This design comes from an exercise in tuning for small area and a short achievable clock period on the open sky130 flow, not from production work. RTL that was checked went through simulation tests only; none was proved equivalent to the original.

==> run a <==
==> flow/design.v (excerpt) <==
module cordic #(
    parameter data_width = 16,
    parameter iterations = 15
    )(
    input clk,
    input reset_n,
    input logic signed [data_width-1:0] angle,
    input logic signed [data_width-1:0] x_i,
    input logic signed [data_width-1:0] y_i,
    output logic signed [data_width-1:0] cos,
    output logic signed [data_width-1:0] sin,
    input valid_in,
    output logic valid_out
    );
    logic [15:0] vp;
    always_ff @(posedge clk or negedge reset_n)
        if (!reset_n) vp <= '0;
        else vp <= {vp[14:0], valid_in};
    assign valid_out = vp[15];
    logic [15:0] a_r, x_r, y_r;
    always_ff @(posedge clk) begin a_r <= angle; x_r <= x_i; y_r <= y_i; end
    logic [15:0] s0, d0, e0, n0;
    assign s0 = x_r + y_r;
    assign d0 = x_r - y_r;
    assign e0 = y_r - x_r;
    assign n0 = ~x_r + ~y_r + 16'd2;
    logic [14:0] zop, zc;
    always_comb case (a_r[15:14])
        2'b00: begin zop = a_r[14:0]; zc = -15'sd12867; end
        2'b01: begin zop = {1'b0, a_r[13:0]}; zc = -15'sd12867; end
        2'b10: begin zop = {1'b1, a_r[13:0]}; zc = 15'sd12867; end
        default: begin zop = ~a_r[14:0]; zc = -15'sd12866; end
    endcase
    logic [15:0] x1n, y1n;
    always_comb case (a_r[15:14])
        2'b00: begin x1n = d0; y1n = s0; end
        2'b11: begin x1n = s0; y1n = e0; end
        default: begin x1n = n0; y1n = d0; end
    endcase
    logic [14:0] z1n;
    assign z1n = zop + zc;
  ...
Settings: LEC_CHECK=0, ABC_AREA=1, CAP_MARGIN=20, CORE_MARGIN=2, CORE_UTILIZATION=40, SETUP_SLACK_MARGIN=2.0, SLEW_MARGIN=20; clock period 4.0 ns.
standard.sh (not shown) runs the stock make flow with config.mk's settings and CLKGATE_MAP_FILE= SYNTH_SCRIPT=/design/flow/synth_recipe.tcl, a recipe that flattens the netlist after the stock synthesis.
==> flow/flow/run.sh <==
#!/bin/bash
# Standard ORFS layout with two synthesis changes: no full/half adder cell extraction
# (ADDER_MAP_FILE empty) and ABC mapping with flow/abc.script. Everything else, including
# the register mapping, flattening and renaming of synth_recipe.tcl, is unchanged.
set -euo pipefail
W=$PWD
sed "s|log_cmd abc {\*}\$abc_args|log_cmd abc {*}[lreplace \$abc_args 1 1 $W/flow/abc.script]|" \
    "$FLOW_HOME/scripts/synth.tcl" > "$W/synth_abc.tcl"
grep -q "flow/abc.script" "$W/synth_abc.tcl"
sed "s|source \$::env(SCRIPTS_DIR)/synth.tcl|source $W/synth_abc.tcl|" "$W/synth_recipe.tcl" > "$W/my_synth.tcl"
grep -q "synth_abc.tcl" "$W/my_synth.tcl"
bash standard.sh ADDER_MAP_FILE= SYNTH_SCRIPT="$W/my_synth.tcl" finish > "$W/make_finish.log" 2>&1
==> flow/flow/abc.script <==
strash
dch
amap
topo
stime -c
buffer -c
upsize -c
dnsize -c
==> run b: changes against run a <==
--- a/flow/design.v
+++ b/flow/design.v
@@ -9,36 +9,33 @@
     input logic signed [data_width-1:0] y_i,
     output logic signed [data_width-1:0] cos,
     output logic signed [data_width-1:0] sin,
     input valid_in,
     output logic valid_out
     );
-    logic [15:0] vp;
+    logic [14:0] vp;
     always_ff @(posedge clk or negedge reset_n)
         if (!reset_n) vp <= '0;
-        else vp <= {vp[14:0], valid_in};
-    assign valid_out = vp[15];
-    logic [15:0] a_r, x_r, y_r;
-    always_ff @(posedge clk) begin a_r <= angle; x_r <= x_i; y_r <= y_i; end
-    logic [15:0] s0, d0, e0, n0;
-    assign s0 = x_r + y_r;
-    assign d0 = x_r - y_r;
-    assign e0 = y_r - x_r;
-    assign n0 = ~x_r + ~y_r + 16'd2;
-    logic [14:0] zop, zc;
-    always_comb case (a_r[15:14])
-        2'b00: begin zop = a_r[14:0]; zc = -15'sd12867; end
-        2'b01: begin zop = {1'b0, a_r[13:0]}; zc = -15'sd12867; end
-        2'b10: begin zop = {1'b1, a_r[13:0]}; zc = 15'sd12867; end
-        default: begin zop = ~a_r[14:0]; zc = -15'sd12866; end
-    endcase
+        else vp <= {vp[13:0], valid_in};
+    assign valid_out = vp[14];
+    logic nxx, nxy, nyx, nyy;
+    assign nxx = angle[15] ^ angle[14];
+    assign nxy = ~(angle[15] & angle[14]);
+    assign nyx = angle[15] & angle[14];
+    assign nyy = angle[15] ^ angle[14];
+    logic [15:0] my_i;
+    assign my_i = -y_i;
     logic [15:0] x1n, y1n;
-    always_comb case (a_r[15:14])
-        2'b00: begin x1n = d0; y1n = s0; end
-        2'b11: begin x1n = s0; y1n = e0; end
-        default: begin x1n = n0; y1n = d0; end
+    assign x1n = (x_i ^ {16{nxx}}) + (nxy ? my_i : y_i) + {15'd0, nxx};
+    assign y1n = (x_i ^ {16{nyx}}) + (y_i ^ {16{nyy}}) + {15'd0, nyx | nyy};
+    logic [14:0] zop, zc;
+    always_comb case (angle[15:14])
+        2'b00: begin zop = angle[14:0]; zc = -15'sd12867; end
+        2'b01: begin zop = {1'b0, angle[13:0]}; zc = -15'sd12867; end
+        2'b10: begin zop = {1'b1, angle[13:0]}; zc = 15'sd12867; end
+        default: begin zop = ~angle[14:0]; zc = -15'sd12866; end
     endcase
     logic [14:0] z1n;
     assign z1n = zop + zc;
     logic signed [15:0] x1, y1;
     logic signed [14:0] z1;
     always_ff @(posedge clk) begin x1 <= x1n; y1 <= y1n; z1 <= z1n[14:0]; end
==> flow/flow/run.sh (replaced) <==
#!/bin/bash
# Standard ORFS layout with three changes: synthesis does not extract full/half adder cells
# (ADDER_MAP_FILE empty), so ABC maps all arithmetic to plain gates; every port still gets
# its own buffer, but a sky130_fd_sc_hd__buf_2 rather than the delay cell the default picks;
# and clock tree synthesis inserts no dummy loads and uses the settings in flow/cts_args.
set -euo pipefail
CTS_EXTRA=$(cat flow/cts_args)
bash standard.sh ADDER_MAP_FILE= \
  "BUFFER_PORTS_ARGS=-buffer_cell sky130_fd_sc_hd__buf_2" \
  "CTS_ARGS=-sink_clustering_enable -repair_clock_nets -dont_use_dummy_load $CTS_EXTRA" \
  finish > make_finish.log 2>&1
==> flow/flow/cts_args (new file) <==
-sink_clustering_size 20 -sink_clustering_max_diameter 80
Settings changed: SETUP_SLACK_MARGIN 2.0 to 1.75.
removed: flow/flow/abc.script
==> run c: changes against run a <==
==> flow/flow/run.sh (replaced) <==
#!/bin/bash
# Standard ORFS layout with three changes: synthesis does not extract full/half adder cells
# (ADDER_MAP_FILE empty), so ABC maps all arithmetic to plain gates; every port still gets
# its own buffer, but a sky130_fd_sc_hd__buf_2 rather than the delay cell the default picks;
# and clock tree synthesis inserts no dummy loads.
set -euo pipefail
bash standard.sh ADDER_MAP_FILE= \
  "BUFFER_PORTS_ARGS=-buffer_cell sky130_fd_sc_hd__buf_2" \
  "CTS_ARGS=-sink_clustering_enable -repair_clock_nets -dont_use_dummy_load" \
  finish > make_finish.log 2>&1
Settings changed: SETUP_SLACK_MARGIN 2.0 to 1.8.
removed: flow/flow/abc.script
==> qor summary <==
quantity	run c	run b	run a
H-tree Lvls	3	2	3
Status	finished clean	finished clean	finished clean
Count of cells resized by post-cts repair	35	87	983
Transition at the pin with the smallest max-transition slack	0.5827 ns	0.5926 ns	1.101 ns
Number of clock sinks	667	619	667
Number of sequential storage elements	667	619	667
Placed standard-cell area	39620 um^2	37150 um^2	35340 um^2
Antenna diodes	0	0	1
Clock Buffer Count	78	42	113
Met1 Routed Length	39350 um	36230 um	43010 um
Wire length of the first global-routing pass	146400 um	128900 um	157800 um
Count of placed standard cells including taps	7013	6526	5452
Slowest stage cell on the critical path	sky130_fd_sc_hd__dfxtp_1	sky130_fd_sc_hd__dfxtp_4	sky130_fd_sc_hd__o21ai_1
For run a and run c, only the layout was checked, not whether the RTL still works.

---

==> xenon <==
Another version of the RTL of cordic (not shown whole).
==> flow/config.mk <==
export PLATFORM = sky130hd
export DESIGN_NAME = cordic
export DESIGN_NICKNAME = cordic
export VERILOG_FILES = /design/flow/design.v
export SDC_FILE = /design/flow/constraint.sdc
export NUM_CORES = 4
export LEC_CHECK = 0
export ABC_AREA = 1
export CAP_MARGIN = 20
export CORE_MARGIN = 2
export CORE_UTILIZATION = 40
export SETUP_SLACK_MARGIN = 1.8
export SLEW_MARGIN = 20
==> flow/constraint.sdc <==
create_clock -name core_clock -period 4.0 [get_ports {clk}]
set_input_delay 0.8000 -clock core_clock [delete_from_list [all_inputs] [get_ports {clk}]]
set_output_delay 0.8000 -clock core_clock [all_outputs]
set_load 0.01 [all_outputs]
==> flow/flow/run.sh <==
#!/bin/bash
# Standard ORFS layout with three changes: synthesis does not extract full/half adder cells
# (ADDER_MAP_FILE empty), so ABC maps all arithmetic to plain gates; every port still gets
# its own buffer, but a sky130_fd_sc_hd__buf_2 rather than the delay cell the default picks;
# and clock tree synthesis inserts no dummy loads.
set -euo pipefail
bash standard.sh ADDER_MAP_FILE= \
  "BUFFER_PORTS_ARGS=-buffer_cell sky130_fd_sc_hd__buf_2" \
  "CTS_ARGS=-sink_clustering_enable -repair_clock_nets -dont_use_dummy_load" \
  finish > make_finish.log 2>&1
==> tundra: changes against xenon <==
==> flow/run.sh (new file) <==
#!/bin/bash
# synth_recipe.tcl (not shown) runs the flow's synth.tcl, then flattens the netlist and writes it again
# the make line also repeats each setting of config.mk as NAME=value (left out here)
make -C /OpenROAD-flow-scripts/flow DESIGN_CONFIG=/design/flow/config.mk WORK_HOME=/design/flow/orfs CLKGATE_MAP_FILE= SYNTH_SCRIPT=/design/flow/synth_recipe.tcl finish
- CTS_BUF_LIST: not set -> sky130_fd_sc_hd__clkbuf_4
- CTS_CLUSTER_SIZE: not set -> 20
removed: flow/flow/run.sh
removed: flow/standard.sh
==> nickel: changes against xenon <==
==> flow/run.sh (new file) <==
#!/bin/bash
# synth_recipe.tcl (not shown) runs the flow's synth.tcl, then flattens the netlist and writes it again
# the make line also repeats each setting of config.mk as NAME=value (left out here)
make -C /OpenROAD-flow-scripts/flow DESIGN_CONFIG=/design/flow/config.mk WORK_HOME=/design/flow/orfs CLKGATE_MAP_FILE= SYNTH_SCRIPT=/design/flow/synth_recipe.tcl finish
- SETUP_SLACK_MARGIN: 1.8 -> 1.5
removed: flow/flow/run.sh
removed: flow/standard.sh
==> results.sh <==
export IMPL_final_clk_cell_share=0.0425
export IMPL_grt_usage=0.202
export IMPL_nNetsFinal=6249
export IMPL_clockRootBuffer="clkbuf_16"
export IMPL_arrival_ns=2.59
export IMPL_outcome="no timing/DRC/antenna violations"
export IMPL_inverters=830
export IMPL_clock_skew_ns=0.0457
export IMPL_signal_buffers=146
export IMPL_finalWorstSetupSlack_ns=1.87
export IMPL_synth_compound_area_frac=0.0949
the above is filed under xenon

==> results.sh <==
export IMPL_inverters=576
export IMPL_synth_compound_area_frac=0.110
export IMPL_clockRootBuffer="clkbuf_16"
export IMPL_final_clk_cell_share=0.0633
export IMPL_nNetsFinal=5275
export IMPL_outcome="no timing/DRC/antenna violations"
export IMPL_grt_usage=0.172
export IMPL_signal_buffers=148
the above is filed under nickel

==> results.sh <==
export IMPL_finalWorstSetupSlack_ns=1.66
export IMPL_clock_skew_ns=0.0584
export IMPL_nNetsFinal=5527
export IMPL_outcome="no timing/DRC/antenna violations"
export IMPL_arrival_ns=1.54
export IMPL_signal_buffers=303
export IMPL_final_clk_cell_share=0.0454
export IMPL_grt_usage=0.179
the above is filed under tundra

Function was not checked in any run of this note: the RTL went through the layout flow alone.

## separate check: timing with driven ports
The results above use ideal ports. As a check the final layouts listed here were re-extracted and re-timed, cells and wires unchanged. Step 1, drivers: a clkbuf_16 drives clk and a buf_2 each remaining input, both assumed. Step 2, shift: input delay + t, output delay - t, t = (earliest + latest rising clock arrival at the registers) / 2. This alone moves slack from input paths to output paths. a / b / c = ideal ports / drivers / drivers and shift; a / b = the first two.
run	t, ns	setup WS [ns]	worst slew at a driven data input, ns
run a	0.716	0.403 / 0.403 / 0.403	0.05
run b	0.629	1.871 / 1.871 / 1.286	0.05
run c	0.676	1.907 / 1.907 / 1.907	0.04
xenon	0.666	1.874 / 1.919 / 1.253	0.05
tundra	1.123	1.664 / 1.600 / 0.765	0.05
nickel	0.675	1.551 / 1.592 / 0.916	0.07
After both steps every run listed still meets setup and hold. The setup slack of tundra, which loses most, moves by -0.064 ns with the drivers and by -0.899 ns with both steps.
